What follows belongs to an exercise in optimizing a design on an open flow for small area, a short achievable clock period and few clock cycles; a production flow would make more cautious choices. Where RTL was checked, it was by simulation tests only, not by an equivalence proof against the original. Only the layout flow was run in run 2; the RTL was not checked for function there.

## flow/design.v (module list and top-level ports; edited modules follow where they fit)
// module comp2_gt: 11 lines
// module Conv1d: 5329 lines
// module csa_fa: 4 lines
// module csa_ha: 4 lines
// module booth_sel: 3 lines
// module add33: 3 lines
// module layer_1: 215 lines
module layer_1
    (
        input         clk,
        input         RSTn,
        input         i_EN_w,
        input         i_EN_c,
        output        o_busy,
        input  [31:0] i_data,
        input         i_stb_in,
        output        o_ack_in,
        output [63:0] o_data,
        output        o_stb_out,
        input         i_ack_out
    );
  // ...
==> flow/flow/run.sh <==
#!/bin/bash
# Standard synthesis; every combinational cell resized to its smallest drive
# strength; then the standard layout, with repair_timing aiming at a setup slack
# margin so that the critical paths are sized for the period the design can reach.
set -uo pipefail
bash standard.sh synth > synth.log 2>&1 || exit 1
DS_ODB=orfs/results/sky130hd/layer_1/base/1_synth.odb openroad -no_init -exit flow/downsize.tcl > downsize.log 2>&1 || exit 1
bash standard.sh finish SETUP_SLACK_MARGIN=8.0 > layout.log 2>&1 || exit 1
==> flow/flow/downsize.tcl <==
# Resize every combinational cell of the synthesized netlist to the smallest
# drive strength of its family; timing repair later upsizes where needed.
# Flip-flops, clock cells and physical cells are left alone.
set db [ord::get_db]
read_db $::env(DS_ODB)
set block [[$db getChip] getBlock]
set fam [dict create]
foreach lib [$db getLibs] {
  foreach m [$lib getMasters] {
    set n [$m getName]
    if {![regexp {^(sky130_fd_sc_hd__[a-z0-9]+)_([0-9]+)$} $n -> base sz]} { continue }
    if {[string match "*lpflow*" $n] || [string match "*probe*" $n]} { continue }
    dict lappend fam $base $m
  }
}
set skip {df edf sdf dl clk tap fill decap conb sdl lpflow probe diode ebuf einv bufbuf}
set nsw 0
set saved 0
foreach inst [$block getInsts] {
  set m [$inst getMaster]
  set n [$m getName]
  if {![regexp {^(sky130_fd_sc_hd__([a-z0-9]+))_([0-9]+)$} $n -> base short sz]} { continue }
  set ok 1
  foreach s $skip { if {[string match "${s}*" $short]} { set ok 0 } }
  if {!$ok} { continue }
  if {![dict exists $fam $base]} { continue }
  set best $m
  set barea [expr {[$m getWidth] * [$m getHeight]}]
  foreach c [dict get $fam $base] {
    set a [expr {[$c getWidth] * [$c getHeight]}]
    if {$a < $barea} { set best $c; set barea $a }
  }
  if {$best ne $m} {
    set old [expr {[$m getWidth] * [$m getHeight]}]
    if {[$inst swapMaster $best]} {
      incr nsw
      set saved [expr {$saved + ($old - $barea) / 1e6}]
    }
  }
}
puts "downsize: swapped $nsw cells, saved [format %.1f $saved] um2"
write_db $::env(DS_ODB)
==> flow/standard.sh <==
#!/bin/bash
# synth_recipe.tcl (not shown) runs the flow's synth.tcl, then flattens the netlist and writes it again
# the make line also repeats each setting of config.mk as NAME=value (left out here)
make -C /OpenROAD-flow-scripts/flow DESIGN_CONFIG=/design/flow/config.mk WORK_HOME=/design/flow/orfs CLKGATE_MAP_FILE= SYNTH_SCRIPT=/design/flow/synth_recipe.tcl "${@:-finish}"
==> flow/config.mk <==
export PLATFORM = sky130hd
export DESIGN_NAME = layer_1
export DESIGN_NICKNAME = layer_1
export VERILOG_FILES = /design/flow/design.v
export SDC_FILE = /design/flow/constraint.sdc
export NUM_CORES = 8
export LEC_CHECK = 0
export CAP_MARGIN = 20
export CORE_MARGIN = 2
export CORE_UTILIZATION = 50
export SLEW_MARGIN = 20
export SYNTH_HIERARCHICAL = 1
export SYNTH_MINIMUM_KEEP_SIZE = 0
==> flow/constraint.sdc <==
create_clock -name core_clock -period 12.0 [get_ports {clk}]
set_input_delay 2.4000 -clock core_clock [delete_from_list [all_inputs] [get_ports {clk}]]
set_output_delay 2.4000 -clock core_clock [all_outputs]
set_load 0.01 [all_outputs]
==> results.txt, run 1 <==
* Status: finished clean
* Tcrit/Tclk final at 0.336
* Commonest non-fill, non-tap cell in the layout: xnor2_1
* Fin Clk Skew at 0.0523 ns
* Crit start category: flop
* Max Used Layer: met5
* Worst Slack Setup Final at 7.97 ns
* Skew-Pair Late Insertion Delay at 0.86 ns
* DIE HEIGHT at 448 µm
* IO Pins at 105
* R2R cell count at 15
* Drt first pass iters at 7
* Final wirelength at 344000 µm
* Stages on worst setup path at 15
* Hold Crit Start: r_gm_b[1]
* HP Class: flop to flop
* Hpwl dp at 253000 µm
* Die width at 448 µm
* Hold_ws at 0.292 ns
* Hold Path Depth at 0
* Endpoints failing setup at 0
* Multi-input gates at 6450
* Largest net degree at the start of global routing at 102
* Area of the multi-input gates at 0.0635 mm²
* CP bufs+invs at 3
* Mapped Area at 0.0985 mm²
* Max Freq at 248 MHz
* FFs & Latches at 1438
* Final Cell Area at 0.111 mm²
* Crit path to: r_oneB[13]
Testbench counts, summed over its fixed seeds: cycles 6,072.
==> module layer_1, before the edit <==
module layer_1
    (
        input         clk,
        input         RSTn,
        input         i_EN_w,
        input         i_EN_c,
        output        o_busy,
        input  [31:0] i_data,
        input         i_stb_in,
        output        o_ack_in,
        output [63:0] o_data,
        output        o_stb_out,
        input         i_ack_out
    );
    function [3*17-1:0] benc;
        input [32:0] x;
        input integer n;
        integer i;
        reg b2, b1, b0;
        begin
            benc = 0;
            for (i = 0; i < 17; i = i + 1) begin
                b2 = x[(2*i+1 < n) ? 2*i+1 : n-1];
                b1 = (2*i < n) ? x[2*i] : x[n-1];
                b0 = (i == 0) ? 1'b0 : x[2*i-1];
                benc[i]      = b1 ^ b0;
                benc[17 + i] = (b2 & ~b1 & ~b0) | (~b2 & b1 & b0);
                benc[34 + i] = b2;
            end
        end
    endfunction
    reg r_ph;
    always @(posedge clk or negedge RSTn)
        if (!RSTn) r_ph <= 1'b0;
        else       r_ph <= ~r_ph;
    reg        r_ack;         
    reg        r_busy;        
    reg  [2:0] r_lcnt;        
    reg        r_par;         
    reg  [2:0] r_nout;        
    reg        r_stb;
    reg        r_lv;          
    reg  [2:0] r_lidx;        
    wire xfer    = i_stb_in & r_ack;
    wire ld_word = xfer & (r_busy | i_EN_w);
    wire smp     = xfer & i_EN_c & ~r_busy;
    wire smp_a   = smp & ~r_par;           
    wire pair    = smp &  r_par;           
    wire take    = r_stb & i_ack_out;
    wire [2:0] nout_next = r_nout + pair - take;
    wire par_next = r_par ^ smp;
    function lch;
        input [2:0] k;
        lch = (k == 3'd1) | (k > 3'd4);
    endfunction
    wire do_ld   = r_lv & (r_ph == lch(r_lidx));
    wire lv_next = ld_word | (r_lv & ~do_ld);
    wire [2:0] lidx_next = ld_word ? r_lcnt : r_lidx;
    wire do_ld_next = lv_next & (~r_ph == lch(lidx_next));
    always @(posedge clk or negedge RSTn)
        if (!RSTn) begin
            r_ack  <= 1'b1;
            r_busy <= 1'b0;
            r_lcnt <= 3'd0;
            r_par  <= 1'b0;
            r_nout <= 3'd0;
            r_lv   <= 1'b0;
            r_lidx <= 3'd0;
        end else begin
            r_nout <= nout_next;
            r_par  <= par_next;
            r_lv   <= lv_next;
            r_lidx <= lidx_next;
            r_ack  <= (~par_next | (nout_next != 3'd4)) & (~lv_next | do_ld_next);
            if (i_EN_w)
                r_busy <= 1'b1;
            if (ld_word)
                r_lcnt <= r_lcnt + 3'd1;
            if (do_ld && r_lidx == 3'd7)
                r_busy <= 1'b0;
        end
    assign o_ack_in = r_ack;
    assign o_busy   = r_busy;
    reg [31:0] r_h;
    always @(posedge clk)
        if (ld_word | smp_a)
            r_h <= i_data;
    reg        r_loaded;      
    always @(posedge clk or negedge RSTn)
        if (!RSTn)
            r_loaded <= 1'b0;
        else if (do_ld && r_lidx == 3'd7)
            r_loaded <= 1'b1;
    reg [31:0] r_b_a,  r_b_b;
    reg [31:0] r_w0_a, r_w0_b, r_w2_a, r_w2_b;
    reg [32:0] r_gp_a, r_gp_b, r_gm_a, r_gm_b;
    wire [32:0] h33 = {1'b0, r_h};
    wire        l_bias  = (r_lidx < 3'd2);
    wire        l_first = (r_lidx == 3'd2) | (r_lidx == 3'd5);
    wire        l_last  = (r_lidx == 3'd4) | (r_lidx == 3'd7);
    always @(posedge clk) begin
        r_b_a  <= r_b_b;
        r_w0_a <= r_w0_b;
        r_w2_a <= r_w2_b;
        r_gp_a <= r_gp_b;
        r_gm_a <= r_gm_b;
        r_b_b  <= (do_ld & l_bias)  ? r_h : r_b_a;
        r_w0_b <= (do_ld & l_first) ? r_h : r_w0_a;
        r_w2_b <= (do_ld & l_last)  ? r_h : r_w2_a;
        r_gp_b <= (do_ld & ~l_bias) ? (l_first ? h33 : opB) : r_gp_a;
        r_gm_b <= (do_ld & ~l_bias) ? (l_first ? h33 : opC) : r_gm_a;
    end
    reg [31:0] r_p0, r_p1;         
    reg [31:0] r_x3;               
    reg        r_pend;             
    always @(posedge clk)
        if (pair)
            r_x3 <= i_data;
    always @(posedge clk or negedge RSTn)
        if (!RSTn) begin
            r_p0 <= 32'd0;
            r_p1 <= 32'd0;
            r_pend <= 1'b0;
        end else begin
            r_pend <= pair;
            if (r_pend) begin
                r_p0 <= r_h;
                r_p1 <= r_x3;
            end
        end
    wire [31:0] opA = r_p0 - r_h;                       
    wire [32:0] bc_in = r_busy ? r_gp_a : {1'b0, r_p1};
    wire [32:0] cc_in = r_busy ? r_gm_a : {1'b0, r_p1};
    wire [32:0] opB = bc_in + {1'b0, r_h};              
    wire [32:0] opC = {1'b0, r_h} - cc_in;              
    wire [31:0] opD = r_p1 - r_x3;                      
    wire [50:0] eA = benc({1'b0, opA}, 32);
    wire [50:0] eB = benc(opB, 33);
    wire [50:0] eC = benc(opC, 33);
    wire [50:0] eD = benc({1'b0, opD}, 32);
    reg [15:0] r_oneA, r_twoA, r_negA, r_oneD, r_twoD, r_negD;
    reg [16:0] r_oneB, r_twoB, r_negB, r_oneC, r_twoC, r_negC;
    always @(posedge clk)
        if (r_pend) begin
            r_oneA <= eA[15:0];  r_twoA <= eA[32:17]; r_negA <= eA[49:34];
            r_oneB <= eB[16:0];  r_twoB <= eB[33:17]; r_negB <= eB[50:34];
            r_oneC <= eC[16:0];  r_twoC <= eC[33:17]; r_negC <= eC[50:34];
            r_oneD <= eD[15:0];  r_twoD <= eD[32:17]; r_negD <= ~eD[49:34];    
        end
    reg v1, v2, v3, v4, v5;
    always @(posedge clk or negedge RSTn)
        if (!RSTn) begin
            v1 <= 1'b0; v2 <= 1'b0; v3 <= 1'b0; v4 <= 1'b0; v5 <= 1'b0;
        end else begin
            v1 <= r_pend; v2 <= v1; v3 <= v2; v4 <= v3; v5 <= v4;
        end
    wire [32:0] sa0, sa1, sb0, sb1;
    Conv1d mult (
        .clk(clk),
        .oneA(r_oneA), .twoA(r_twoA), .negA(r_negA),
        .oneB(r_oneB), .twoB(r_twoB), .negB(r_negB),
        .oneC(r_oneC), .twoC(r_twoC), .negC(r_negC),
        .oneD(r_oneD), .twoD(r_twoD), .negD(r_negD),
        .Y0(r_w0_a), .YP(r_gp_a), .YM(r_gm_a), .Y2(r_w2_a),
        .BI(r_b_b),                                    
        .SA0(sa0), .SA1(sa1), .SB0(sb0), .SB1(sb1)
    );
    wire [32:0] ua, ub;
    add33 add_a (.a(sa0), .b(sa1), .y(ua));
    add33 add_b (.a(sb0), .b(sb1), .y(ub));
    reg [31:0] r_ra, r_rb;
    always @(posedge clk) begin
        r_ra <= ua[32:1];
        r_rb <= ub[32:1];
    end
    wire ra_gt_rb, oa, ob;
    comp2_gt #(.DW(32)) cmp_ab (.i_a(r_ra), .i_b(r_rb), .o_a_gt_b(ra_gt_rb));
    comp2_gt #(.DW(32)) cmp_oa (.i_a(r_b_b), .i_b(r_ra), .o_a_gt_b(oa));
    comp2_gt #(.DW(32)) cmp_ob (.i_a(r_b_b), .i_b(r_rb), .o_a_gt_b(ob));
    wire a_gt_b = (oa & ~ob) | (~(oa ^ ob) & ra_gt_rb);
    wire [31:0] res = (a_gt_b ? r_ra : r_rb) & {32{r_loaded}};
    reg [31:0] r_hold;             
    always @(posedge clk)
        r_hold <= res;
    wire [63:0] nr = r_ph ? {r_hold, res} : {res, r_hold};
    reg  [1:0] r_wp, r_rp;         
    reg  [1:0] r_cnt;              
    reg [63:0] r_out, r_q0, r_q1, r_q2;
    wire       q_pop  = ~r_stb & (r_cnt != 2'd0);
    wire       q_push = v5 & (r_stb | (r_cnt != 2'd0));
    wire [63:0] q_head = (r_rp == 2'd0) ? r_q0 : (r_rp == 2'd1) ? r_q1 : r_q2;
    always @(posedge clk or negedge RSTn)
        if (!RSTn) begin
            r_stb <= 1'b0;
            r_wp  <= 2'd0;
            r_rp  <= 2'd0;
            r_cnt <= 2'd0;
        end else begin
            r_stb <= r_stb ? ~i_ack_out : ((r_cnt != 2'd0) | v5);
            if (q_push)
                r_wp <= (r_wp == 2'd2) ? 2'd0 : r_wp + 2'd1;
            if (q_pop)
                r_rp <= (r_rp == 2'd2) ? 2'd0 : r_rp + 2'd1;
            r_cnt <= r_cnt + q_push - q_pop;
        end
    always @(posedge clk) begin
        if (!r_stb)
            r_out <= (r_cnt != 2'd0) ? q_head : nr;
        if (q_push && r_wp == 2'd0) r_q0 <= nr;
        if (q_push && r_wp == 2'd1) r_q1 <= nr;
        if (q_push && r_wp == 2'd2) r_q2 <= nr;
    end
    assign o_data    = r_out;
    assign o_stb_out = r_stb;
endmodule
==> run 2: changes to the inputs <==
--- a/flow/design.v
+++ b/flow/design.v
@@ -299,6 +299,5 @@
     reg rb_276;
     reg rb_277;
-    wire pp1;
-    booth_sel upp1 (.one(oneA[0]), .two(twoA[0]), .neg(negA[0]), .y1(Y0[0]), .y0(1'b0), .p(pp1));
+    wire pp1 = (oneA[0] & Y0[0]) ^ negA[0];
     wire pp2;
     booth_sel upp2 (.one(oneA[0]), .two(twoA[0]), .neg(negA[0]), .y1(Y0[1]), .y0(Y0[0]), .p(pp2));
@@ -363,6 +362,5 @@
     wire pp32;
     booth_sel upp32 (.one(oneA[0]), .two(twoA[0]), .neg(negA[0]), .y1(Y0[31]), .y0(Y0[30]), .p(pp32));
-    wire pp33;
-    booth_sel upp33 (.one(oneA[1]), .two(twoA[1]), .neg(negA[1]), .y1(Y0[0]), .y0(1'b0), .p(pp33));
+    wire pp33 = (oneA[1] & Y0[0]) ^ negA[1];
     wire pp34;
     booth_sel upp34 (.one(oneA[1]), .two(twoA[1]), .neg(negA[1]), .y1(Y0[1]), .y0(Y0[0]), .p(pp34));
@@ -423,6 +421,5 @@
     wire pp62;
     booth_sel upp62 (.one(oneA[1]), .two(twoA[1]), .neg(negA[1]), .y1(Y0[29]), .y0(Y0[28]), .p(pp62));
-    wire pp63;
-    booth_sel upp63 (.one(oneA[2]), .two(twoA[2]), .neg(negA[2]), .y1(Y0[0]), .y0(1'b0), .p(pp63));
+    wire pp63 = (oneA[2] & Y0[0]) ^ negA[2];
     wire pp64;
     booth_sel upp64 (.one(oneA[2]), .two(twoA[2]), .neg(negA[2]), .y1(Y0[1]), .y0(Y0[0]), .p(pp64));
@@ -479,6 +476,5 @@
     wire pp90;
     booth_sel upp90 (.one(oneA[2]), .two(twoA[2]), .neg(negA[2]), .y1(Y0[27]), .y0(Y0[26]), .p(pp90));
-    wire pp91;
-    booth_sel upp91 (.one(oneA[3]), .two(twoA[3]), .neg(negA[3]), .y1(Y0[0]), .y0(1'b0), .p(pp91));
+    wire pp91 = (oneA[3] & Y0[0]) ^ negA[3];
     wire pp92;
     booth_sel upp92 (.one(oneA[3]), .two(twoA[3]), .neg(negA[3]), .y1(Y0[1]), .y0(Y0[0]), .p(pp92));
@@ -531,6 +527,5 @@
     wire pp116;
     booth_sel upp116 (.one(oneA[3]), .two(twoA[3]), .neg(negA[3]), .y1(Y0[25]), .y0(Y0[24]), .p(pp116));
-    wire pp117;
-    booth_sel upp117 (.one(oneA[4]), .two(twoA[4]), .neg(negA[4]), .y1(Y0[0]), .y0(1'b0), .p(pp117));
+    wire pp117 = (oneA[4] & Y0[0]) ^ negA[4];
     wire pp118;
     booth_sel upp118 (.one(oneA[4]), .two(twoA[4]), .neg(negA[4]), .y1(Y0[1]), .y0(Y0[0]), .p(pp118));
@@ -579,6 +574,5 @@
     wire pp140;
     booth_sel upp140 (.one(oneA[4]), .two(twoA[4]), .neg(negA[4]), .y1(Y0[23]), .y0(Y0[22]), .p(pp140));
-    wire pp141;
-    booth_sel upp141 (.one(oneA[5]), .two(twoA[5]), .neg(negA[5]), .y1(Y0[0]), .y0(1'b0), .p(pp141));
+    wire pp141 = (oneA[5] & Y0[0]) ^ negA[5];
     wire pp142;
     booth_sel upp142 (.one(oneA[5]), .two(twoA[5]), .neg(negA[5]), .y1(Y0[1]), .y0(Y0[0]), .p(pp142));
@@ -623,6 +617,5 @@
     wire pp162;
     booth_sel upp162 (.one(oneA[5]), .two(twoA[5]), .neg(negA[5]), .y1(Y0[21]), .y0(Y0[20]), .p(pp162));
-    wire pp163;
-    booth_sel upp163 (.one(oneA[6]), .two(twoA[6]), .neg(negA[6]), .y1(Y0[0]), .y0(1'b0), .p(pp163));
+    wire pp163 = (oneA[6] & Y0[0]) ^ negA[6];
     wire pp164;
     booth_sel upp164 (.one(oneA[6]), .two(twoA[6]), .neg(negA[6]), .y1(Y0[1]), .y0(Y0[0]), .p(pp164));
@@ -663,6 +656,5 @@
     wire pp182;
     booth_sel upp182 (.one(oneA[6]), .two(twoA[6]), .neg(negA[6]), .y1(Y0[19]), .y0(Y0[18]), .p(pp182));
-    wire pp183;
-    booth_sel upp183 (.one(oneA[7]), .two(twoA[7]), .neg(negA[7]), .y1(Y0[0]), .y0(1'b0), .p(pp183));
+    wire pp183 = (oneA[7] & Y0[0]) ^ negA[7];
     wire pp184;
     booth_sel upp184 (.one(oneA[7]), .two(twoA[7]), .neg(negA[7]), .y1(Y0[1]), .y0(Y0[0]), .p(pp184));
@@ -699,6 +691,5 @@
     wire pp200;
     booth_sel upp200 (.one(oneA[7]), .two(twoA[7]), .neg(negA[7]), .y1(Y0[17]), .y0(Y0[16]), .p(pp200));
-    wire pp201;
-    booth_sel upp201 (.one(oneA[8]), .two(twoA[8]), .neg(negA[8]), .y1(Y0[0]), .y0(1'b0), .p(pp201));
+    wire pp201 = (oneA[8] & Y0[0]) ^ negA[8];
     wire pp202;
     booth_sel upp202 (.one(oneA[8]), .two(twoA[8]), .neg(negA[8]), .y1(Y0[1]), .y0(Y0[0]), .p(pp202));
@@ -731,6 +722,5 @@
     wire pp216;
     booth_sel upp216 (.one(oneA[8]), .two(twoA[8]), .neg(negA[8]), .y1(Y0[15]), .y0(Y0[14]), .p(pp216));
-    wire pp217;
-    booth_sel upp217 (.one(oneA[9]), .two(twoA[9]), .neg(negA[9]), .y1(Y0[0]), .y0(1'b0), .p(pp217));
+    wire pp217 = (oneA[9] & Y0[0]) ^ negA[9];
     wire pp218;
     booth_sel upp218 (.one(oneA[9]), .two(twoA[9]), .neg(negA[9]), .y1(Y0[1]), .y0(Y0[0]), .p(pp218));
@@ -759,6 +749,5 @@
     wire pp230;
     booth_sel upp230 (.one(oneA[9]), .two(twoA[9]), .neg(negA[9]), .y1(Y0[13]), .y0(Y0[12]), .p(pp230));
-    wire pp231;
-    booth_sel upp231 (.one(oneA[10]), .two(twoA[10]), .neg(negA[10]), .y1(Y0[0]), .y0(1'b0), .p(pp231));
+    wire pp231 = (oneA[10] & Y0[0]) ^ negA[10];
     wire pp232;
     booth_sel upp232 (.one(oneA[10]), .two(twoA[10]), .neg(negA[10]), .y1(Y0[1]), .y0(Y0[0]), .p(pp232));
@@ -783,6 +772,5 @@
     wire pp242;
     booth_sel upp242 (.one(oneA[10]), .two(twoA[10]), .neg(negA[10]), .y1(Y0[11]), .y0(Y0[10]), .p(pp242));
-    wire pp243;
-    booth_sel upp243 (.one(oneA[11]), .two(twoA[11]), .neg(negA[11]), .y1(Y0[0]), .y0(1'b0), .p(pp243));
+    wire pp243 = (oneA[11] & Y0[0]) ^ negA[11];
     wire pp244;
     booth_sel upp244 (.one(oneA[11]), .two(twoA[11]), .neg(negA[11]), .y1(Y0[1]), .y0(Y0[0]), .p(pp244));
@@ -803,6 +791,5 @@
     wire pp252;
     booth_sel upp252 (.one(oneA[11]), .two(twoA[11]), .neg(negA[11]), .y1(Y0[9]), .y0(Y0[8]), .p(pp252));
-    wire pp253;
-    booth_sel upp253 (.one(oneA[12]), .two(twoA[12]), .neg(negA[12]), .y1(Y0[0]), .y0(1'b0), .p(pp253));
+    wire pp253 = (oneA[12] & Y0[0]) ^ negA[12];
     wire pp254;
     booth_sel upp254 (.one(oneA[12]), .two(twoA[12]), .neg(negA[12]), .y1(Y0[1]), .y0(Y0[0]), .p(pp254));
@@ -819,6 +806,5 @@
     wire pp260;
     booth_sel upp260 (.one(oneA[12]), .two(twoA[12]), .neg(negA[12]), .y1(Y0[7]), .y0(Y0[6]), .p(pp260));
-    wire pp261;
-    booth_sel upp261 (.one(oneA[13]), .two(twoA[13]), .neg(negA[13]), .y1(Y0[0]), .y0(1'b0), .p(pp261));
+    wire pp261 = (oneA[13] & Y0[0]) ^ negA[13];
     wire pp262;
     booth_sel upp262 (.one(oneA[13]), .two(twoA[13]), .neg(negA[13]), .y1(Y0[1]), .y0(Y0[0]), .p(pp262));
@@ -831,6 +817,5 @@
     wire pp266;
     booth_sel upp266 (.one(oneA[13]), .two(twoA[13]), .neg(negA[13]), .y1(Y0[5]), .y0(Y0[4]), .p(pp266));
-    wire pp267;
-    booth_sel upp267 (.one(oneA[14]), .two(twoA[14]), .neg(negA[14]), .y1(Y0[0]), .y0(1'b0), .p(pp267));
+    wire pp267 = (oneA[14] & Y0[0]) ^ negA[14];
     wire pp268;
     booth_sel upp268 (.one(oneA[14]), .two(twoA[14]), .neg(negA[14]), .y1(Y0[1]), .y0(Y0[0]), .p(pp268));
@@ -839,10 +824,8 @@
     wire pp270;
     booth_sel upp270 (.one(oneA[14]), .two(twoA[14]), .neg(negA[14]), .y1(Y0[3]), .y0(Y0[2]), .p(pp270));
-    wire pp271;
-    booth_sel upp271 (.one(oneA[15]), .two(twoA[15]), .neg(negA[15]), .y1(Y0[0]), .y0(1'b0), .p(pp271));
+    wire pp271 = (oneA[15] & Y0[0]) ^ negA[15];
     wire pp272;
     booth_sel upp272 (.one(oneA[15]), .two(twoA[15]), .neg(negA[15]), .y1(Y0[1]), .y0(Y0[0]), .p(pp272));
-    wire pp273;
-    booth_sel upp273 (.one(oneB[0]), .two(twoB[0]), .neg(negB[0]), .y1(YP[0]), .y0(1'b0), .p(pp273));
+    wire pp273 = (oneB[0] & YP[0]) ^ negB[0];
     wire pp274;
     booth_sel upp274 (.one(oneB[0]), .two(twoB[0]), .neg(negB[0]), .y1(YP[1]), .y0(YP[0]), .p(pp274));
@@ -909,6 +892,5 @@
     wire pp305;
     booth_sel upp305 (.one(oneB[0]), .two(twoB[0]), .neg(negB[0]), .y1(YP[32]), .y0(YP[31]), .p(pp305));
-    wire pp306;
-    booth_sel upp306 (.one(oneB[1]), .two(twoB[1]), .neg(negB[1]), .y1(YP[0]), .y0(1'b0), .p(pp306));
+    wire pp306 = (oneB[1] & YP[0]) ^ negB[1];
     wire pp307;
     booth_sel upp307 (.one(oneB[1]), .two(twoB[1]), .neg(negB[1]), .y1(YP[1]), .y0(YP[0]), .p(pp307));
@@ -971,6 +953,5 @@
     wire pp336;
     booth_sel upp336 (.one(oneB[1]), .two(twoB[1]), .neg(negB[1]), .y1(YP[30]), .y0(YP[29]), .p(pp336));
-    wire pp337;
-    booth_sel upp337 (.one(oneB[2]), .two(twoB[2]), .neg(negB[2]), .y1(YP[0]), .y0(1'b0), .p(pp337));
+    wire pp337 = (oneB[2] & YP[0]) ^ negB[2];
     wire pp338;
     booth_sel upp338 (.one(oneB[2]), .two(twoB[2]), .neg(negB[2]), .y1(YP[1]), .y0(YP[0]), .p(pp338));
@@ -1029,6 +1010,5 @@
     wire pp365;
     booth_sel upp365 (.one(oneB[2]), .two(twoB[2]), .neg(negB[2]), .y1(YP[28]), .y0(YP[27]), .p(pp365));
-    wire pp366;
-    booth_sel upp366 (.one(oneB[3]), .two(twoB[3]), .neg(negB[3]), .y1(YP[0]), .y0(1'b0), .p(pp366));
+    wire pp366 = (oneB[3] & YP[0]) ^ negB[3];
     wire pp367;
     booth_sel upp367 (.one(oneB[3]), .two(twoB[3]), .neg(negB[3]), .y1(YP[1]), .y0(YP[0]), .p(pp367));
@@ -1083,6 +1063,5 @@
     wire pp392;
     booth_sel upp392 (.one(oneB[3]), .two(twoB[3]), .neg(negB[3]), .y1(YP[26]), .y0(YP[25]), .p(pp392));
-    wire pp393;
-    booth_sel upp393 (.one(oneB[4]), .two(twoB[4]), .neg(negB[4]), .y1(YP[0]), .y0(1'b0), .p(pp393));
+    wire pp393 = (oneB[4] & YP[0]) ^ negB[4];
     wire pp394;
     booth_sel upp394 (.one(oneB[4]), .two(twoB[4]), .neg(negB[4]), .y1(YP[1]), .y0(YP[0]), .p(pp394));
@@ -1133,6 +1112,5 @@
     wire pp417;
     booth_sel upp417 (.one(oneB[4]), .two(twoB[4]), .neg(negB[4]), .y1(YP[24]), .y0(YP[23]), .p(pp417));
-    wire pp418;
-    booth_sel upp418 (.one(oneB[5]), .two(twoB[5]), .neg(negB[5]), .y1(YP[0]), .y0(1'b0), .p(pp418));
+    wire pp418 = (oneB[5] & YP[0]) ^ negB[5];
     wire pp419;
     booth_sel upp419 (.one(oneB[5]), .two(twoB[5]), .neg(negB[5]), .y1(YP[1]), .y0(YP[0]), .p(pp419));
@@ -1179,6 +1157,5 @@
     wire pp440;
     booth_sel upp440 (.one(oneB[5]), .two(twoB[5]), .neg(negB[5]), .y1(YP[22]), .y0(YP[21]), .p(pp440));
-    wire pp441;
-    booth_sel upp441 (.one(oneB[6]), .two(twoB[6]), .neg(negB[6]), .y1(YP[0]), .y0(1'b0), .p(pp441));
+    wire pp441 = (oneB[6] & YP[0]) ^ negB[6];
     wire pp442;
     booth_sel upp442 (.one(oneB[6]), .two(twoB[6]), .neg(negB[6]), .y1(YP[1]), .y0(YP[0]), .p(pp442));
@@ -1221,6 +1198,5 @@
     wire pp461;
     booth_sel upp461 (.one(oneB[6]), .two(twoB[6]), .neg(negB[6]), .y1(YP[20]), .y0(YP[19]), .p(pp461));
-    wire pp462;
-    booth_sel upp462 (.one(oneB[7]), .two(twoB[7]), .neg(negB[7]), .y1(YP[0]), .y0(1'b0), .p(pp462));
+    wire pp462 = (oneB[7] & YP[0]) ^ negB[7];
     wire pp463;
     booth_sel upp463 (.one(oneB[7]), .two(twoB[7]), .neg(negB[7]), .y1(YP[1]), .y0(YP[0]), .p(pp463));
@@ -1259,6 +1235,5 @@
     wire pp480;
     booth_sel upp480 (.one(oneB[7]), .two(twoB[7]), .neg(negB[7]), .y1(YP[18]), .y0(YP[17]), .p(pp480));
-    wire pp481;
-    booth_sel upp481 (.one(oneB[8]), .two(twoB[8]), .neg(negB[8]), .y1(YP[0]), .y0(1'b0), .p(pp481));
+    wire pp481 = (oneB[8] & YP[0]) ^ negB[8];
     wire pp482;
     booth_sel upp482 (.one(oneB[8]), .two(twoB[8]), .neg(negB[8]), .y1(YP[1]), .y0(YP[0]), .p(pp482));
@@ -1293,6 +1268,5 @@
     wire pp497;
     booth_sel upp497 (.one(oneB[8]), .two(twoB[8]), .neg(negB[8]), .y1(YP[16]), .y0(YP[15]), .p(pp497));
-    wire pp498;
-    booth_sel upp498 (.one(oneB[9]), .two(twoB[9]), .neg(negB[9]), .y1(YP[0]), .y0(1'b0), .p(pp498));
+    wire pp498 = (oneB[9] & YP[0]) ^ negB[9];
     wire pp499;
     booth_sel upp499 (.one(oneB[9]), .two(twoB[9]), .neg(negB[9]), .y1(YP[1]), .y0(YP[0]), .p(pp499));
@@ -1323,6 +1297,5 @@
     wire pp512;
     booth_sel upp512 (.one(oneB[9]), .two(twoB[9]), .neg(negB[9]), .y1(YP[14]), .y0(YP[13]), .p(pp512));
-    wire pp513;
-    booth_sel upp513 (.one(oneB[10]), .two(twoB[10]), .neg(negB[10]), .y1(YP[0]), .y0(1'b0), .p(pp513));
+    wire pp513 = (oneB[10] & YP[0]) ^ negB[10];
     wire pp514;
     booth_sel upp514 (.one(oneB[10]), .two(twoB[10]), .neg(negB[10]), .y1(YP[1]), .y0(YP[0]), .p(pp514));
@@ -1349,6 +1322,5 @@
     wire pp525;
     booth_sel upp525 (.one(oneB[10]), .two(twoB[10]), .neg(negB[10]), .y1(YP[12]), .y0(YP[11]), .p(pp525));
-    wire pp526;
-    booth_sel upp526 (.one(oneB[11]), .two(twoB[11]), .neg(negB[11]), .y1(YP[0]), .y0(1'b0), .p(pp526));
+    wire pp526 = (oneB[11] & YP[0]) ^ negB[11];
     wire pp527;
     booth_sel upp527 (.one(oneB[11]), .two(twoB[11]), .neg(negB[11]), .y1(YP[1]), .y0(YP[0]), .p(pp527));
@@ -1371,6 +1343,5 @@
     wire pp536;
     booth_sel upp536 (.one(oneB[11]), .two(twoB[11]), .neg(negB[11]), .y1(YP[10]), .y0(YP[9]), .p(pp536));
-    wire pp537;
-    booth_sel upp537 (.one(oneB[12]), .two(twoB[12]), .neg(negB[12]), .y1(YP[0]), .y0(1'b0), .p(pp537));
+    wire pp537 = (oneB[12] & YP[0]) ^ negB[12];
     wire pp538;
     booth_sel upp538 (.one(oneB[12]), .two(twoB[12]), .neg(negB[12]), .y1(YP[1]), .y0(YP[0]), .p(pp538));
@@ -1389,6 +1360,5 @@
     wire pp545;
     booth_sel upp545 (.one(oneB[12]), .two(twoB[12]), .neg(negB[12]), .y1(YP[8]), .y0(YP[7]), .p(pp545));
-    wire pp546;
-    booth_sel upp546 (.one(oneB[13]), .two(twoB[13]), .neg(negB[13]), .y1(YP[0]), .y0(1'b0), .p(pp546));
+    wire pp546 = (oneB[13] & YP[0]) ^ negB[13];
     wire pp547;
     booth_sel upp547 (.one(oneB[13]), .two(twoB[13]), .neg(negB[13]), .y1(YP[1]), .y0(YP[0]), .p(pp547));
@@ -1403,6 +1373,5 @@
     wire pp552;
     booth_sel upp552 (.one(oneB[13]), .two(twoB[13]), .neg(negB[13]), .y1(YP[6]), .y0(YP[5]), .p(pp552));
-    wire pp553;
-    booth_sel upp553 (.one(oneB[14]), .two(twoB[14]), .neg(negB[14]), .y1(YP[0]), .y0(1'b0), .p(pp553));
+    wire pp553 = (oneB[14] & YP[0]) ^ negB[14];
     wire pp554;
     booth_sel upp554 (.one(oneB[14]), .two(twoB[14]), .neg(negB[14]), .y1(YP[1]), .y0(YP[0]), .p(pp554));
@@ -1413,14 +1382,11 @@
     wire pp557;
     booth_sel upp557 (.one(oneB[14]), .two(twoB[14]), .neg(negB[14]), .y1(YP[4]), .y0(YP[3]), .p(pp557));
-    wire pp558;
-    booth_sel upp558 (.one(oneB[15]), .two(twoB[15]), .neg(negB[15]), .y1(YP[0]), .y0(1'b0), .p(pp558));
+    wire pp558 = (oneB[15] & YP[0]) ^ negB[15];
     wire pp559;
     booth_sel upp559 (.one(oneB[15]), .two(twoB[15]), .neg(negB[15]), .y1(YP[1]), .y0(YP[0]), .p(pp559));
     wire pp560;
     booth_sel upp560 (.one(oneB[15]), .two(twoB[15]), .neg(negB[15]), .y1(YP[2]), .y0(YP[1]), .p(pp560));
-    wire pp561;
-    booth_sel upp561 (.one(oneB[16]), .two(twoB[16]), .neg(negB[16]), .y1(YP[0]), .y0(1'b0), .p(pp561));
-    wire pp562;
-    booth_sel upp562 (.one(oneC[0]), .two(twoC[0]), .neg(negC[0]), .y1(YM[0]), .y0(1'b0), .p(pp562));
+    wire pp561 = (oneB[16] & YP[0]) ^ negB[16];
+    wire pp562 = (oneC[0] & YM[0]) ^ negC[0];
     wire pp563;
     booth_sel upp563 (.one(oneC[0]), .two(twoC[0]), .neg(negC[0]), .y1(YM[1]), .y0(YM[0]), .p(pp563));
@@ -1487,6 +1453,5 @@
     wire pp594;
     booth_sel upp594 (.one(oneC[0]), .two(twoC[0]), .neg(negC[0]), .y1(YM[32]), .y0(YM[31]), .p(pp594));
-    wire pp595;
-    booth_sel upp595 (.one(oneC[1]), .two(twoC[1]), .neg(negC[1]), .y1(YM[0]), .y0(1'b0), .p(pp595));
+    wire pp595 = (oneC[1] & YM[0]) ^ negC[1];
     wire pp596;
     booth_sel upp596 (.one(oneC[1]), .two(twoC[1]), .neg(negC[1]), .y1(YM[1]), .y0(YM[0]), .p(pp596));
@@ -1549,6 +1514,5 @@
     wire pp625;
     booth_sel upp625 (.one(oneC[1]), .two(twoC[1]), .neg(negC[1]), .y1(YM[30]), .y0(YM[29]), .p(pp625));
-    wire pp626;
-    booth_sel upp626 (.one(oneC[2]), .two(twoC[2]), .neg(negC[2]), .y1(YM[0]), .y0(1'b0), .p(pp626));
+    wire pp626 = (oneC[2] & YM[0]) ^ negC[2];
     wire pp627;
     booth_sel upp627 (.one(oneC[2]), .two(twoC[2]), .neg(negC[2]), .y1(YM[1]), .y0(YM[0]), .p(pp627));
@@ -1607,6 +1571,5 @@
     wire pp654;
     booth_sel upp654 (.one(oneC[2]), .two(twoC[2]), .neg(negC[2]), .y1(YM[28]), .y0(YM[27]), .p(pp654));
-    wire pp655;
-    booth_sel upp655 (.one(oneC[3]), .two(twoC[3]), .neg(negC[3]), .y1(YM[0]), .y0(1'b0), .p(pp655));
+    wire pp655 = (oneC[3] & YM[0]) ^ negC[3];
     wire pp656;
     booth_sel upp656 (.one(oneC[3]), .two(twoC[3]), .neg(negC[3]), .y1(YM[1]), .y0(YM[0]), .p(pp656));
@@ -1661,6 +1624,5 @@
     wire pp681;
     booth_sel upp681 (.one(oneC[3]), .two(twoC[3]), .neg(negC[3]), .y1(YM[26]), .y0(YM[25]), .p(pp681));
-    wire pp682;
-    booth_sel upp682 (.one(oneC[4]), .two(twoC[4]), .neg(negC[4]), .y1(YM[0]), .y0(1'b0), .p(pp682));
+    wire pp682 = (oneC[4] & YM[0]) ^ negC[4];
     wire pp683;
     booth_sel upp683 (.one(oneC[4]), .two(twoC[4]), .neg(negC[4]), .y1(YM[1]), .y0(YM[0]), .p(pp683));
@@ -1711,6 +1673,5 @@
     wire pp706;
     booth_sel upp706 (.one(oneC[4]), .two(twoC[4]), .neg(negC[4]), .y1(YM[24]), .y0(YM[23]), .p(pp706));
-    wire pp707;
-    booth_sel upp707 (.one(oneC[5]), .two(twoC[5]), .neg(negC[5]), .y1(YM[0]), .y0(1'b0), .p(pp707));
+    wire pp707 = (oneC[5] & YM[0]) ^ negC[5];
     wire pp708;
     booth_sel upp708 (.one(oneC[5]), .two(twoC[5]), .neg(negC[5]), .y1(YM[1]), .y0(YM[0]), .p(pp708));
@@ -1757,6 +1718,5 @@
     wire pp729;
     booth_sel upp729 (.one(oneC[5]), .two(twoC[5]), .neg(negC[5]), .y1(YM[22]), .y0(YM[21]), .p(pp729));
-    wire pp730;
-    booth_sel upp730 (.one(oneC[6]), .two(twoC[6]), .neg(negC[6]), .y1(YM[0]), .y0(1'b0), .p(pp730));
+    wire pp730 = (oneC[6] & YM[0]) ^ negC[6];
     wire pp731;
     booth_sel upp731 (.one(oneC[6]), .two(twoC[6]), .neg(negC[6]), .y1(YM[1]), .y0(YM[0]), .p(pp731));
@@ -1799,6 +1759,5 @@
     wire pp750;
     booth_sel upp750 (.one(oneC[6]), .two(twoC[6]), .neg(negC[6]), .y1(YM[20]), .y0(YM[19]), .p(pp750));
-    wire pp751;
-    booth_sel upp751 (.one(oneC[7]), .two(twoC[7]), .neg(negC[7]), .y1(YM[0]), .y0(1'b0), .p(pp751));
+    wire pp751 = (oneC[7] & YM[0]) ^ negC[7];
     wire pp752;
     booth_sel upp752 (.one(oneC[7]), .two(twoC[7]), .neg(negC[7]), .y1(YM[1]), .y0(YM[0]), .p(pp752));
@@ -1837,6 +1796,5 @@
     wire pp769;
     booth_sel upp769 (.one(oneC[7]), .two(twoC[7]), .neg(negC[7]), .y1(YM[18]), .y0(YM[17]), .p(pp769));
-    wire pp770;
-    booth_sel upp770 (.one(oneC[8]), .two(twoC[8]), .neg(negC[8]), .y1(YM[0]), .y0(1'b0), .p(pp770));
+    wire pp770 = (oneC[8] & YM[0]) ^ negC[8];
     wire pp771;
     booth_sel upp771 (.one(oneC[8]), .two(twoC[8]), .neg(negC[8]), .y1(YM[1]), .y0(YM[0]), .p(pp771));
@@ -1871,6 +1829,5 @@
     wire pp786;
     booth_sel upp786 (.one(oneC[8]), .two(twoC[8]), .neg(negC[8]), .y1(YM[16]), .y0(YM[15]), .p(pp786));
-    wire pp787;
-    booth_sel upp787 (.one(oneC[9]), .two(twoC[9]), .neg(negC[9]), .y1(YM[0]), .y0(1'b0), .p(pp787));
+    wire pp787 = (oneC[9] & YM[0]) ^ negC[9];
     wire pp788;
     booth_sel upp788 (.one(oneC[9]), .two(twoC[9]), .neg(negC[9]), .y1(YM[1]), .y0(YM[0]), .p(pp788));
@@ -1901,6 +1858,5 @@
     wire pp801;
     booth_sel upp801 (.one(oneC[9]), .two(twoC[9]), .neg(negC[9]), .y1(YM[14]), .y0(YM[13]), .p(pp801));
-    wire pp802;
-    booth_sel upp802 (.one(oneC[10]), .two(twoC[10]), .neg(negC[10]), .y1(YM[0]), .y0(1'b0), .p(pp802));
+    wire pp802 = (oneC[10] & YM[0]) ^ negC[10];
     wire pp803;
     booth_sel upp803 (.one(oneC[10]), .two(twoC[10]), .neg(negC[10]), .y1(YM[1]), .y0(YM[0]), .p(pp803));
@@ -1927,6 +1883,5 @@
     wire pp814;
     booth_sel upp814 (.one(oneC[10]), .two(twoC[10]), .neg(negC[10]), .y1(YM[12]), .y0(YM[11]), .p(pp814));
-    wire pp815;
-    booth_sel upp815 (.one(oneC[11]), .two(twoC[11]), .neg(negC[11]), .y1(YM[0]), .y0(1'b0), .p(pp815));
+    wire pp815 = (oneC[11] & YM[0]) ^ negC[11];
     wire pp816;
     booth_sel upp816 (.one(oneC[11]), .two(twoC[11]), .neg(negC[11]), .y1(YM[1]), .y0(YM[0]), .p(pp816));
@@ -1949,6 +1904,5 @@
     wire pp825;
     booth_sel upp825 (.one(oneC[11]), .two(twoC[11]), .neg(negC[11]), .y1(YM[10]), .y0(YM[9]), .p(pp825));
-    wire pp826;
-    booth_sel upp826 (.one(oneC[12]), .two(twoC[12]), .neg(negC[12]), .y1(YM[0]), .y0(1'b0), .p(pp826));
+    wire pp826 = (oneC[12] & YM[0]) ^ negC[12];
     wire pp827;
     booth_sel upp827 (.one(oneC[12]), .two(twoC[12]), .neg(negC[12]), .y1(YM[1]), .y0(YM[0]), .p(pp827));
@@ -1967,6 +1921,5 @@
     wire pp834;
     booth_sel upp834 (.one(oneC[12]), .two(twoC[12]), .neg(negC[12]), .y1(YM[8]), .y0(YM[7]), .p(pp834));
-    wire pp835;
-    booth_sel upp835 (.one(oneC[13]), .two(twoC[13]), .neg(negC[13]), .y1(YM[0]), .y0(1'b0), .p(pp835));
+    wire pp835 = (oneC[13] & YM[0]) ^ negC[13];
     wire pp836;
     booth_sel upp836 (.one(oneC[13]), .two(twoC[13]), .neg(negC[13]), .y1(YM[1]), .y0(YM[0]), .p(pp836));
@@ -1981,6 +1934,5 @@
     wire pp841;
     booth_sel upp841 (.one(oneC[13]), .two(twoC[13]), .neg(negC[13]), .y1(YM[6]), .y0(YM[5]), .p(pp841));
-    wire pp842;
-    booth_sel upp842 (.one(oneC[14]), .two(twoC[14]), .neg(negC[14]), .y1(YM[0]), .y0(1'b0), .p(pp842));
+    wire pp842 = (oneC[14] & YM[0]) ^ negC[14];
     wire pp843;
     booth_sel upp843 (.one(oneC[14]), .two(twoC[14]), .neg(negC[14]), .y1(YM[1]), .y0(YM[0]), .p(pp843));
@@ -1991,14 +1943,11 @@
     wire pp846;
     booth_sel upp846 (.one(oneC[14]), .two(twoC[14]), .neg(negC[14]), .y1(YM[4]), .y0(YM[3]), .p(pp846));
-    wire pp847;
-    booth_sel upp847 (.one(oneC[15]), .two(twoC[15]), .neg(negC[15]), .y1(YM[0]), .y0(1'b0), .p(pp847));
+    wire pp847 = (oneC[15] & YM[0]) ^ negC[15];
     wire pp848;
     booth_sel upp848 (.one(oneC[15]), .two(twoC[15]), .neg(negC[15]), .y1(YM[1]), .y0(YM[0]), .p(pp848));
     wire pp849;
     booth_sel upp849 (.one(oneC[15]), .two(twoC[15]), .neg(negC[15]), .y1(YM[2]), .y0(YM[1]), .p(pp849));
-    wire pp850;
-    booth_sel upp850 (.one(oneC[16]), .two(twoC[16]), .neg(negC[16]), .y1(YM[0]), .y0(1'b0), .p(pp850));
-    wire pp851;
-    booth_sel upp851 (.one(oneD[0]), .two(twoD[0]), .neg(negD[0]), .y1(Y2[0]), .y0(1'b0), .p(pp851));
+    wire pp850 = (oneC[16] & YM[0]) ^ negC[16];
+    wire pp851 = (oneD[0] & Y2[0]) ^ negD[0];
     wire pp852;
     booth_sel upp852 (.one(oneD[0]), .two(twoD[0]), .neg(negD[0]), .y1(Y2[1]), .y0(Y2[0]), .p(pp852));
@@ -2063,6 +2012,5 @@
     wire pp882;
     booth_sel upp882 (.one(oneD[0]), .two(twoD[0]), .neg(negD[0]), .y1(Y2[31]), .y0(Y2[30]), .p(pp882));
-    wire pp883;
-    booth_sel upp883 (.one(oneD[1]), .two(twoD[1]), .neg(negD[1]), .y1(Y2[0]), .y0(1'b0), .p(pp883));
+    wire pp883 = (oneD[1] & Y2[0]) ^ negD[1];
     wire pp884;
     booth_sel upp884 (.one(oneD[1]), .two(twoD[1]), .neg(negD[1]), .y1(Y2[1]), .y0(Y2[0]), .p(pp884));
@@ -2123,6 +2071,5 @@
     wire pp912;
     booth_sel upp912 (.one(oneD[1]), .two(twoD[1]), .neg(negD[1]), .y1(Y2[29]), .y0(Y2[28]), .p(pp912));
-    wire pp913;
-    booth_sel upp913 (.one(oneD[2]), .two(twoD[2]), .neg(negD[2]), .y1(Y2[0]), .y0(1'b0), .p(pp913));
+    wire pp913 = (oneD[2] & Y2[0]) ^ negD[2];
     wire pp914;
     booth_sel upp914 (.one(oneD[2]), .two(twoD[2]), .neg(negD[2]), .y1(Y2[1]), .y0(Y2[0]), .p(pp914));
@@ -2179,6 +2126,5 @@
     wire pp940;
     booth_sel upp940 (.one(oneD[2]), .two(twoD[2]), .neg(negD[2]), .y1(Y2[27]), .y0(Y2[26]), .p(pp940));
-    wire pp941;
-    booth_sel upp941 (.one(oneD[3]), .two(twoD[3]), .neg(negD[3]), .y1(Y2[0]), .y0(1'b0), .p(pp941));
+    wire pp941 = (oneD[3] & Y2[0]) ^ negD[3];
     wire pp942;
     booth_sel upp942 (.one(oneD[3]), .two(twoD[3]), .neg(negD[3]), .y1(Y2[1]), .y0(Y2[0]), .p(pp942));
@@ -2231,6 +2177,5 @@
     wire pp966;
     booth_sel upp966 (.one(oneD[3]), .two(twoD[3]), .neg(negD[3]), .y1(Y2[25]), .y0(Y2[24]), .p(pp966));
-    wire pp967;
-    booth_sel upp967 (.one(oneD[4]), .two(twoD[4]), .neg(negD[4]), .y1(Y2[0]), .y0(1'b0), .p(pp967));
+    wire pp967 = (oneD[4] & Y2[0]) ^ negD[4];
     wire pp968;
     booth_sel upp968 (.one(oneD[4]), .two(twoD[4]), .neg(negD[4]), .y1(Y2[1]), .y0(Y2[0]), .p(pp968));
@@ -2279,6 +2224,5 @@
     wire pp990;
     booth_sel upp990 (.one(oneD[4]), .two(twoD[4]), .neg(negD[4]), .y1(Y2[23]), .y0(Y2[22]), .p(pp990));
-    wire pp991;
-    booth_sel upp991 (.one(oneD[5]), .two(twoD[5]), .neg(negD[5]), .y1(Y2[0]), .y0(1'b0), .p(pp991));
+    wire pp991 = (oneD[5] & Y2[0]) ^ negD[5];
     wire pp992;
     booth_sel upp992 (.one(oneD[5]), .two(twoD[5]), .neg(negD[5]), .y1(Y2[1]), .y0(Y2[0]), .p(pp992));
@@ -2323,6 +2267,5 @@
     wire pp1012;
     booth_sel upp1012 (.one(oneD[5]), .two(twoD[5]), .neg(negD[5]), .y1(Y2[21]), .y0(Y2[20]), .p(pp1012));
-    wire pp1013;
-    booth_sel upp1013 (.one(oneD[6]), .two(twoD[6]), .neg(negD[6]), .y1(Y2[0]), .y0(1'b0), .p(pp1013));
+    wire pp1013 = (oneD[6] & Y2[0]) ^ negD[6];
     wire pp1014;
     booth_sel upp1014 (.one(oneD[6]), .two(twoD[6]), .neg(negD[6]), .y1(Y2[1]), .y0(Y2[0]), .p(pp1014));
@@ -2363,6 +2306,5 @@
     wire pp1032;
     booth_sel upp1032 (.one(oneD[6]), .two(twoD[6]), .neg(negD[6]), .y1(Y2[19]), .y0(Y2[18]), .p(pp1032));
-    wire pp1033;
-    booth_sel upp1033 (.one(oneD[7]), .two(twoD[7]), .neg(negD[7]), .y1(Y2[0]), .y0(1'b0), .p(pp1033));
+    wire pp1033 = (oneD[7] & Y2[0]) ^ negD[7];
     wire pp1034;
     booth_sel upp1034 (.one(oneD[7]), .two(twoD[7]), .neg(negD[7]), .y1(Y2[1]), .y0(Y2[0]), .p(pp1034));
@@ -2399,6 +2341,5 @@
     wire pp1050;
     booth_sel upp1050 (.one(oneD[7]), .two(twoD[7]), .neg(negD[7]), .y1(Y2[17]), .y0(Y2[16]), .p(pp1050));
-    wire pp1051;
-    booth_sel upp1051 (.one(oneD[8]), .two(twoD[8]), .neg(negD[8]), .y1(Y2[0]), .y0(1'b0), .p(pp1051));
+    wire pp1051 = (oneD[8] & Y2[0]) ^ negD[8];
     wire pp1052;
     booth_sel upp1052 (.one(oneD[8]), .two(twoD[8]), .neg(negD[8]), .y1(Y2[1]), .y0(Y2[0]), .p(pp1052));
@@ -2431,6 +2372,5 @@
     wire pp1066;
     booth_sel upp1066 (.one(oneD[8]), .two(twoD[8]), .neg(negD[8]), .y1(Y2[15]), .y0(Y2[14]), .p(pp1066));
-    wire pp1067;
-    booth_sel upp1067 (.one(oneD[9]), .two(twoD[9]), .neg(negD[9]), .y1(Y2[0]), .y0(1'b0), .p(pp1067));
+    wire pp1067 = (oneD[9] & Y2[0]) ^ negD[9];
     wire pp1068;
     booth_sel upp1068 (.one(oneD[9]), .two(twoD[9]), .neg(negD[9]), .y1(Y2[1]), .y0(Y2[0]), .p(pp1068));
@@ -2459,6 +2399,5 @@
     wire pp1080;
     booth_sel upp1080 (.one(oneD[9]), .two(twoD[9]), .neg(negD[9]), .y1(Y2[13]), .y0(Y2[12]), .p(pp1080));
-    wire pp1081;
-    booth_sel upp1081 (.one(oneD[10]), .two(twoD[10]), .neg(negD[10]), .y1(Y2[0]), .y0(1'b0), .p(pp1081));
+    wire pp1081 = (oneD[10] & Y2[0]) ^ negD[10];
     wire pp1082;
     booth_sel upp1082 (.one(oneD[10]), .two(twoD[10]), .neg(negD[10]), .y1(Y2[1]), .y0(Y2[0]), .p(pp1082));
@@ -2483,6 +2422,5 @@
     wire pp1092;
     booth_sel upp1092 (.one(oneD[10]), .two(twoD[10]), .neg(negD[10]), .y1(Y2[11]), .y0(Y2[10]), .p(pp1092));
-    wire pp1093;
-    booth_sel upp1093 (.one(oneD[11]), .two(twoD[11]), .neg(negD[11]), .y1(Y2[0]), .y0(1'b0), .p(pp1093));
+    wire pp1093 = (oneD[11] & Y2[0]) ^ negD[11];
     wire pp1094;
     booth_sel upp1094 (.one(oneD[11]), .two(twoD[11]), .neg(negD[11]), .y1(Y2[1]), .y0(Y2[0]), .p(pp1094));
@@ -2503,6 +2441,5 @@
     wire pp1102;
     booth_sel upp1102 (.one(oneD[11]), .two(twoD[11]), .neg(negD[11]), .y1(Y2[9]), .y0(Y2[8]), .p(pp1102));
-    wire pp1103;
-    booth_sel upp1103 (.one(oneD[12]), .two(twoD[12]), .neg(negD[12]), .y1(Y2[0]), .y0(1'b0), .p(pp1103));
+    wire pp1103 = (oneD[12] & Y2[0]) ^ negD[12];
     wire pp1104;
     booth_sel upp1104 (.one(oneD[12]), .two(twoD[12]), .neg(negD[12]), .y1(Y2[1]), .y0(Y2[0]), .p(pp1104));
@@ -2519,6 +2456,5 @@
     wire pp1110;
     booth_sel upp1110 (.one(oneD[12]), .two(twoD[12]), .neg(negD[12]), .y1(Y2[7]), .y0(Y2[6]), .p(pp1110));
-    wire pp1111;
-    booth_sel upp1111 (.one(oneD[13]), .two(twoD[13]), .neg(negD[13]), .y1(Y2[0]), .y0(1'b0), .p(pp1111));
+    wire pp1111 = (oneD[13] & Y2[0]) ^ negD[13];
     wire pp1112;
     booth_sel upp1112 (.one(oneD[13]), .two(twoD[13]), .neg(negD[13]), .y1(Y2[1]), .y0(Y2[0]), .p(pp1112));
@@ -2531,6 +2467,5 @@
     wire pp1116;
     booth_sel upp1116 (.one(oneD[13]), .two(twoD[13]), .neg(negD[13]), .y1(Y2[5]), .y0(Y2[4]), .p(pp1116));
-    wire pp1117;
-    booth_sel upp1117 (.one(oneD[14]), .two(twoD[14]), .neg(negD[14]), .y1(Y2[0]), .y0(1'b0), .p(pp1117));
+    wire pp1117 = (oneD[14] & Y2[0]) ^ negD[14];
     wire pp1118;
     booth_sel upp1118 (.one(oneD[14]), .two(twoD[14]), .neg(negD[14]), .y1(Y2[1]), .y0(Y2[0]), .p(pp1118));
@@ -2539,6 +2474,5 @@
     wire pp1120;
     booth_sel upp1120 (.one(oneD[14]), .two(twoD[14]), .neg(negD[14]), .y1(Y2[3]), .y0(Y2[2]), .p(pp1120));
-    wire pp1121;
-    booth_sel upp1121 (.one(oneD[15]), .two(twoD[15]), .neg(negD[15]), .y1(Y2[0]), .y0(1'b0), .p(pp1121));
+    wire pp1121 = (oneD[15] & Y2[0]) ^ negD[15];
     wire pp1122;
     booth_sel upp1122 (.one(oneD[15]), .two(twoD[15]), .neg(negD[15]), .y1(Y2[1]), .y0(Y2[0]), .p(pp1122));
@@ -4779,6 +4713,6 @@
     wire s3357, c3358;
     csa_fa us3357 (.a(BI[5]), .b(c3352), .c(s3355), .s(s3357), .co(c3358));
-    wire s3359, c3360;
-    csa_fa us3359 (.a(1'b1), .b(rb_217), .c(rq_78), .s(s3359), .co(c3360));
+    wire s3359 = ~(rb_217 ^ rq_78);
+    wire c3360 = rb_217 | rq_78;
     wire s3361, c3362;
     csa_fa us3361 (.a(iv2983), .b(BI[6]), .c(s2835), .s(s3361), .co(c3362));
@@ -5414,5 +5348,5 @@
     always @(posedge clk or negedge RSTn)
         if (!RSTn) begin
-            r_ack  <= 1'b1;
+            r_ack  <= 1'b0;
             r_busy <= 1'b0;
             r_lcnt <= 3'd0;
@@ -5484,6 +5418,6 @@
         end
     wire [31:0] opA = r_p0 - r_h;                       
-    wire [32:0] bc_in = r_busy ? r_gp_a : {1'b0, r_p1};
-    wire [32:0] cc_in = r_busy ? r_gm_a : {1'b0, r_p1};
+    wire [32:0] bc_in = r_lv ? r_gp_a : {1'b0, r_p1};
+    wire [32:0] cc_in = r_lv ? r_gm_a : {1'b0, r_p1};
     wire [32:0] opB = bc_in + {1'b0, r_h};              
     wire [32:0] opC = {1'b0, r_h} - cc_in;              
--- a/flow/config.mk
+++ b/flow/config.mk
@@ -9,4 +9,7 @@
 export CORE_MARGIN = 2
 export CORE_UTILIZATION = 50
+export CTS_BUF_LIST = sky130_fd_sc_hd__clkbuf_16
+export CTS_CLUSTER_DIAMETER = 100
+export CTS_CLUSTER_SIZE = 24
 export SLEW_MARGIN = 20
 export SYNTH_HIERARCHICAL = 1
==> run 2 against run 1 <==
Net effect: clock-buffer cell count fell by 142; register-to-register slack better by 0.07 ns; via count shrank 0.27%; synthesized area about the same; critical path depth decreased by 8; synthesized cell count is 0.48% higher; worst setup slack gained 0.068 ns; maximum frequency is 1.7% higher; core utilization down 1.8 points; highest routed layer unchanged.
==> results.txt, run 2 <==
* Register area at 0.0345 mm²
* Vias in the first global route at 73579
* IO Pins at 105 (unchanged)
* Slowest CP cell: edfxtp_1
* FF-to-FF setup slack at 8.04 ns
* CTS root buffer: clkbuf_16
* Slew HR at 0.233
* Routed Antenna Nets at 0
* Filler cells at 16871
* Worst reg2reg endpoint: mult.rb_246
* Worst-Margin Slew at 1.14 ns
* Final Hold Viols at 0
* CP Max Fanout at 11
* Worst path cell trace: a22oi_1 -> xnor2_1 -> fa_1 -> fa_1 -> fa_1 -> fa_1 -> fa_1
* Die width at 448 µm (about the same)
* All-Layer GR Usage at 0.358
* Clk buf depth at 3
* Area of the multi-input gates at 0.0630 mm² (-0.73%)
* Max Freq at 253 MHz (+1.7%)
* Clock transition at path regs at 0.10 ns
* R2R cell count at 7 (-8)
* Crit. End Element: flop
* Family with the most delay on the worst path: adder cells
* Total global routing overflow at 0
* DIE HEIGHT at 448 µm (about the same)
* DR vias at 72015
* Cells after Synth at 8292
* Drt initial violations at 8788
* PortBufs at 104
* Beginning of the critical path: r_oneD[6]
* Tcrit/Tclk final at 0.330 (-0.00563)
* DP Area at 0.104 mm²
* Largest net degree at the start of global routing at 94 (-7.8%)
* Mapped Area at 0.0985 mm² (about the same)
* Fin Clk Skew at 0.0482 ns (-0.00409 ns)
* DRC violations left at 0
* Most frequent cells in the layout: 1236 x xnor2_1, 1176 x fa_1, 1092 x a22oi_1, 795 x dfxtp_1, 609 x nand2_1
* Endpoints failing setup at 0 (unchanged)
* Skew-Pair Late Insertion Delay at 0.78 ns (-0.08 ns)
* CTS Sinks at 1438
* Initial antenna violation count at 14
* Setup TNS at 0 ns
* Pins over their slew limit at 0
* Routed wire per std cell at 31.9 µm
* Crit path to: mult.rb_246
* Core area at 0.195 mm²
* Worst path max stage delay at 0.91 ns
* CTS H-Tree Depth at 3
* Initial Util at 0.504
* Final Cell Area at 0.108 mm² (-3.1%)
* Hold_ws at 0.313 ns (+0.0206 ns)
* Routed vias/inst at 6.38
* CTS Buf Count at 76
* Worst EP arrival at 4.57 ns
* Yosys Warn Count at 8
* Status: finished clean
* Final net count at 10151
* Finished Core Util at 0.552
* Stages on worst setup path at 7 (-8)
* CTS Hold Bufs at 0
* Setup slack at placement at 6.49 ns
* Crit start category: flop
* CTS tree: done
* Worst path most repeated cell: fa_1
* Worst Slack Setup Final at 8.04 ns (+0.0676 ns)
* Final GP Congestion at 1.02
* Layout cells sized above 1 at 0.0842
* RSZ-0062 raised after global routing: true
* FF-to-FF Start: r_oneD[6]
* Hpwl dp at 262000 µm (+3.7%)
* Worst Path Class, Setup: flop to flop
* Total die area at 0.201 mm²
* WP data required at 12.61 ns
* First-pass GRT wire length at 518000 µm
* CP bufs+invs at 0 (-3)
* Hold Path Depth at 0 (unchanged)
* Final wirelength at 360000 µm (+4.6%)
* Commonest non-fill, non-tap cell in the layout: xnor2_1
* Max Cap Viol at 0
* Drt first pass iters at 9 (+2)
* Row cnt at 162
* Tmin final at 3.96 ns
* Area Growth Syn to Fin at 9.37%
* Avg Cell Area, Syn at 11.9 µm²
* HP Class: flop to flop
## run 2: final cells by class
type / count / area share
repair buffers: 371 / 0.0308
inverters: 304 / 0.0106
well taps: 2624 / 0.0305
diodes: 13 / 0.000302
clock buffers: 77 / 0.0179
flip-flops and latches: 1438 / 0.320
clock inverters: 61 / 0.00499
multi-input cells: 6396 / 0.585
## run 2: what timing repair did
action,in CTS,in global routing
cloned,2,2
pin swaps,16,19
resized for setup,140,84
buffers inserted,32,39
setup endpoints to repair,501,259
## run 2: how the worst min path moves through the flow
| stage | startpoint | end | slack, ns |
|---|---|---|---|
| after floorplan | r_gm_b[0] | r_gm_a[0] | 0.31 |
| after global placement | r_gp_b[7] | r_gp_a[7] | 0.31 |
| after detailed placement | r_gp_b[11] | r_gp_a[11] | 0.31 |
| after CTS | r_gp_b[11] | r_gp_a[11] | 0.32 |
| after global routing | r_gp_b[11] | r_gp_a[11] | 0.33 |
| final | r_w2_b[4] | r_w2_a[4] | 0.31 |
## run 2: layer usage
metal	up-vias	GRT usage	share of wire	wire (µm)
li1	30089	-	-	-
met1	36424	0.462	0.38	137000
met2	4459	0.557	0.45	162000
met3	1037	0.0875	0.10	37000
met4	6	0.196	0.067	24100
met5	-	0.000481	0.000097	35
## run 2: through the flow
step | cells
after floorplan | 8292
after global placement | 11056
after detailed placement | 11056
after CTS | 11228
after global routing | 11272
final | 11284

==> separate check: timing with driven ports <==
The flow's constraints put no driver on any port. The routed layouts listed below were extracted and timed again, unchanged, in two steps.
Step 1 sets driving cells, clkbuf_16 on the clock port and buf_2 on the other inputs (assumed; they add their load-dependent delay and slew).
Step 2 adds t to the input delays and takes it off the output delays; t is the mean of the earliest and latest rising clock arrival at the registers after step 1. Input paths then give back, and output paths get back, about the clock's delay inside the block.
Slacks: ideal ports / drivers / drivers and shift; pairs: ideal ports / drivers.
| run | shift t [ns] | setup WS [ns] | worst setup path at the end | worst slew at a driven data input, ns |
|---|---|---|---|---|
| run 1 | 0.928 | 7.972 / 7.910 / 7.239 | input to register | 0.11 |
| run 2 | 0.843 | 8.040 / 7.976 / 7.303 | input to register | 0.08 |
After both steps setup and hold are still met in every run listed. The setup slack of run 2, which loses most, moves by -0.064 ns with the drivers and by -0.737 ns with both steps.
